Source: an optimization exercise on an open RTL-to-GDS flow (aim: small area, a short achievable clock period and few clock cycles). Production flows keep margins and buffers that such runs may drop.
Where RTL was checked, it was by simulation tests only, not by an equivalence proof against the original.
No activity file was given, so power comes from the tool's default toggle rates.

==> flow/design.v <==
`timescale 1ns/10ps
module huffman(clk,
               reset,
               gray_valid,
               gray_data,
               CNT_valid,
               CNT1,
               CNT2,
               CNT3,
               CNT4,
               CNT5,
               CNT6,
               code_valid,
               HC1,
               HC2,
               HC3,
               HC4,
               HC5,
               HC6,
               M1,
               M2,
               M3,
               M4,
               M5,
               M6);
    input clk;
    input reset;
    input gray_valid;
    input [7:0] gray_data;
    output reg CNT_valid;
    output [7:0] CNT1, CNT2, CNT3, CNT4, CNT5, CNT6;
    output reg code_valid;
    output [7:0] HC1, HC2, HC3, HC4, HC5, HC6;
    output [7:0] M1, M2, M3, M4, M5, M6;
    reg gv_d;
    reg run;                 
    reg ph;                  
    reg [4:0] swr;           
    reg mg;                  
    reg lst;                 
    reg lsw;                 
    reg [6:0] cnt [0:5];
    reg [2:0] pos [0:5];
    reg [4:0] hc  [0:5];
    reg [4:0] mk  [0:5];
    wire [4:0] gt;
    wire [4:0] sw;
    genvar g;
    generate
        for (g = 0; g < 5; g = g + 1) begin : cmp
            assign gt[g] = cnt[g] > cnt[g+1];
            if (g == 0) begin : f
                assign sw[g] = gt[g];
            end else begin : n
                assign sw[g] = gt[g] & ~gt[g-1];
            end
        end
    endgenerate
    wire start = gv_d & ~gray_valid;
    wire decide = start | (run & ~ph);
    wire two_left = ~|{pos[0][2:1], pos[1][2:1], pos[2][2:1],
                       pos[3][2:1], pos[4][2:1], pos[5][2:1]};
    wire [6:0] sum = cnt[0] + cnt[1];
    always @(posedge clk) begin
        if (reset) begin
            gv_d       <= 1'b0;
            CNT_valid  <= 1'b0;
            run        <= 1'b0;
            ph         <= 1'b0;
            swr        <= 5'd0;
            mg         <= 1'b0;
            lst        <= 1'b0;
            lsw        <= 1'b0;
            code_valid <= 1'b0;
        end else begin
            gv_d       <= gray_valid;
            CNT_valid  <= start;
            run        <= (start | run) & ~lst;
            ph         <= decide;
            swr        <= (decide & ~two_left) ? sw : 5'd0;
            mg         <= decide & (~|gt | two_left);
            lst        <= decide & two_left;
            lsw        <= gt[0];
            code_valid <= lst;
        end
    end
    integer i;
    always @(posedge clk) begin
        for (i = 0; i < 6; i = i + 1) begin
            if (reset || lst)
                cnt[i] <= 7'd0;
            else if (mg) begin
                if (i == 0)
                    cnt[i] <= sum;
                else if (i == 5)
                    cnt[i] <= 7'h7f;
                else
                    cnt[i] <= cnt[(i+1)%6];
            end else if (i < 5 && swr[i%5])
                cnt[i] <= cnt[(i+1)%6];
            else if (i > 0 && swr[(i+4)%5])
                cnt[i] <= cnt[(i+5)%6];
            else if (gray_valid && gray_data == 6 - i)
                cnt[i] <= cnt[i] + 7'd1;
        end
    end
    function [5:0] jdec(input [2:0] p);
        jdec = {p[2] & ~p[1], p[1] & ~p[0], p[2] & p[0],
                ~p[2] & p[1], ~p[1] & p[0], ~p[2] & ~p[0]};
    endfunction
    always @(posedge clk) begin
        for (i = 0; i < 6; i = i + 1) begin
            if (gray_valid) begin
                pos[i] <= (i == 0) ? 3'b100 : (i == 1) ? 3'b110 :
                          (i == 2) ? 3'b111 : (i == 3) ? 3'b011 :
                          (i == 4) ? 3'b001 : 3'b000;
                hc[i]  <= 5'd0;
                mk[i]  <= 5'd0;
            end else if (mg) begin
                if (~pos[i][2] & ~pos[i][1]) begin
                    pos[i] <= 3'b000;
                    mk[i] <= {mk[i][3:0], 1'b1};
                    if (pos[i][0] == (lst & lsw))
                        hc[i] <= hc[i] | (~mk[i] & {mk[i][3:0], 1'b1});
                end else
                    pos[i] <= {~pos[i][0], pos[i][2], pos[i][1]};
            end else if (|(jdec(pos[i]) & {1'b0, swr}))
                pos[i] <= {pos[i][1], pos[i][0], ~pos[i][2]};
            else if (|(jdec(pos[i]) & {swr, 1'b0}))
                pos[i] <= {~pos[i][0], pos[i][2], pos[i][1]};
        end
    end
    assign CNT1 = {1'b0, cnt[5]};
    assign CNT2 = {1'b0, cnt[4]};
    assign CNT3 = {1'b0, cnt[3]};
    assign CNT4 = {1'b0, cnt[2]};
    assign CNT5 = {1'b0, cnt[1]};
    assign CNT6 = {1'b0, cnt[0]};
    assign HC1 = {3'b0, hc[0]};
    assign HC2 = {3'b0, hc[1]};
    assign HC3 = {3'b0, hc[2]};
    assign HC4 = {3'b0, hc[3]};
    assign HC5 = {3'b0, hc[4]};
    assign HC6 = {3'b0, hc[5]};
    assign M1 = {3'b0, mk[0]};
    assign M2 = {3'b0, mk[1]};
    assign M3 = {3'b0, mk[2]};
    assign M4 = {3'b0, mk[3]};
    assign M5 = {3'b0, mk[4]};
    assign M6 = {3'b0, mk[5]};
endmodule
clock: 6.0 ns
lec_check: 0
abc_clock_period_in_ps: 2500
cap_margin: 20
core_margin: 2
core_utilization: 50
setup_slack_margin: 3.5
slew_margin: 20
run.sh (not shown) runs the stock make flow with config.mk's settings and CLKGATE_MAP_FILE= SYNTH_SCRIPT=/design/flow/synth_recipe.tcl, a recipe that flattens the netlist after the stock synthesis.
The starting point completed without violations.
Testbench counts at the start, summed over its fixed seeds: cycles 24,688.
==> next run, changes <==
--- a/flow/design.v
+++ b/flow/design.v
@@ -37,9 +37,8 @@
     reg ph;                  
     reg [4:0] swr;           
     reg mg;                  
     reg lst;                 
-    reg lsw;                 
     reg [6:0] cnt [0:5];
     reg [2:0] pos [0:5];
     reg [4:0] hc  [0:5];
     reg [4:0] mk  [0:5];
@@ -55,10 +54,9 @@
                 assign sw[g] = gt[g] & ~gt[g-1];
             end
         end
     endgenerate
-    wire start = gv_d & ~gray_valid;
-    wire decide = start | (run & ~ph);
+    wire decide = CNT_valid | (run & ~ph);
     wire two_left = ~|{pos[0][2:1], pos[1][2:1], pos[2][2:1],
                        pos[3][2:1], pos[4][2:1], pos[5][2:1]};
     wire [6:0] sum = cnt[0] + cnt[1];
     always @(posedge clk) begin
@@ -69,19 +67,17 @@
             ph         <= 1'b0;
             swr        <= 5'd0;
             mg         <= 1'b0;
             lst        <= 1'b0;
-            lsw        <= 1'b0;
             code_valid <= 1'b0;
         end else begin
             gv_d       <= gray_valid;
-            CNT_valid  <= start;
-            run        <= (start | run) & ~lst;
+            CNT_valid  <= gv_d & ~gray_valid;
+            run        <= (CNT_valid | run) & ~lst;
             ph         <= decide;
-            swr        <= (decide & ~two_left) ? sw : 5'd0;
-            mg         <= decide & (~|gt | two_left);
-            lst        <= decide & two_left;
-            lsw        <= gt[0];
+            swr        <= decide ? sw : 5'd0;
+            mg         <= decide & ~|gt;
+            lst        <= decide & ~|gt & two_left;
             code_valid <= lst;
         end
     end
     integer i;
@@ -119,9 +115,9 @@
             end else if (mg) begin
                 if (~pos[i][2] & ~pos[i][1]) begin
                     pos[i] <= 3'b000;
                     mk[i] <= {mk[i][3:0], 1'b1};
-                    if (pos[i][0] == (lst & lsw))
+                    if (~pos[i][0])
                         hc[i] <= hc[i] | (~mk[i] & {mk[i][3:0], 1'b1});
                 end else
                     pos[i] <= {~pos[i][0], pos[i][2], pos[i][1]};
             end else if (|(jdec(pos[i]) & {1'b0, swr}))
Outcome:
- worst hold slack stays flat
- final cell count goes down by 0.65%
- total power goes down by 3.1%
- sequential share of layout area goes down by 0.89 points
- setup slack gains 0.057 ns
- sequential cell count goes down by 1
- global-route usage goes up by 0.51 points
- first-iteration DRC count goes up by 32%
- clock power barely changes
- core utilization goes down by 0.85 points
Function not checked in the second run of this note: the RTL went through the layout flow alone.

what the ideal ports hide:
The results above use ideal ports. As a check the final layouts listed here were re-extracted and re-timed, cells and wires unchanged. Step 1 assumes that a clkbuf_16 drives the clock port and a buf_2 every other input. Step 2 moves the port delays by t, midway between the first and last clock arrival at a register: inputs arrive t later, outputs are due t later. That takes back most of the time a late clock gives input paths. Slacks: no drivers / after step 1 / after step 2; pairs: no drivers / after step 1.
run	shift t [ns]	setup slack, ns	worst setup path after step 2	latest minus earliest clock arrival (ns)	slew at the worst register clock pin (ns)
the first run	0.470	3.386 / 3.397 / 2.928	input to register	0.009 / 0.009	0.06 / 0.06
the second run	0.461	3.443 / 3.401 / 3.049	input to register	0.013 / 0.013	0.06 / 0.06
After both steps setup and hold are still met in every run listed. For the first run, which loses most, drivers alone change the setup slack by +0.011 ns; drivers and shift together by -0.458 ns.
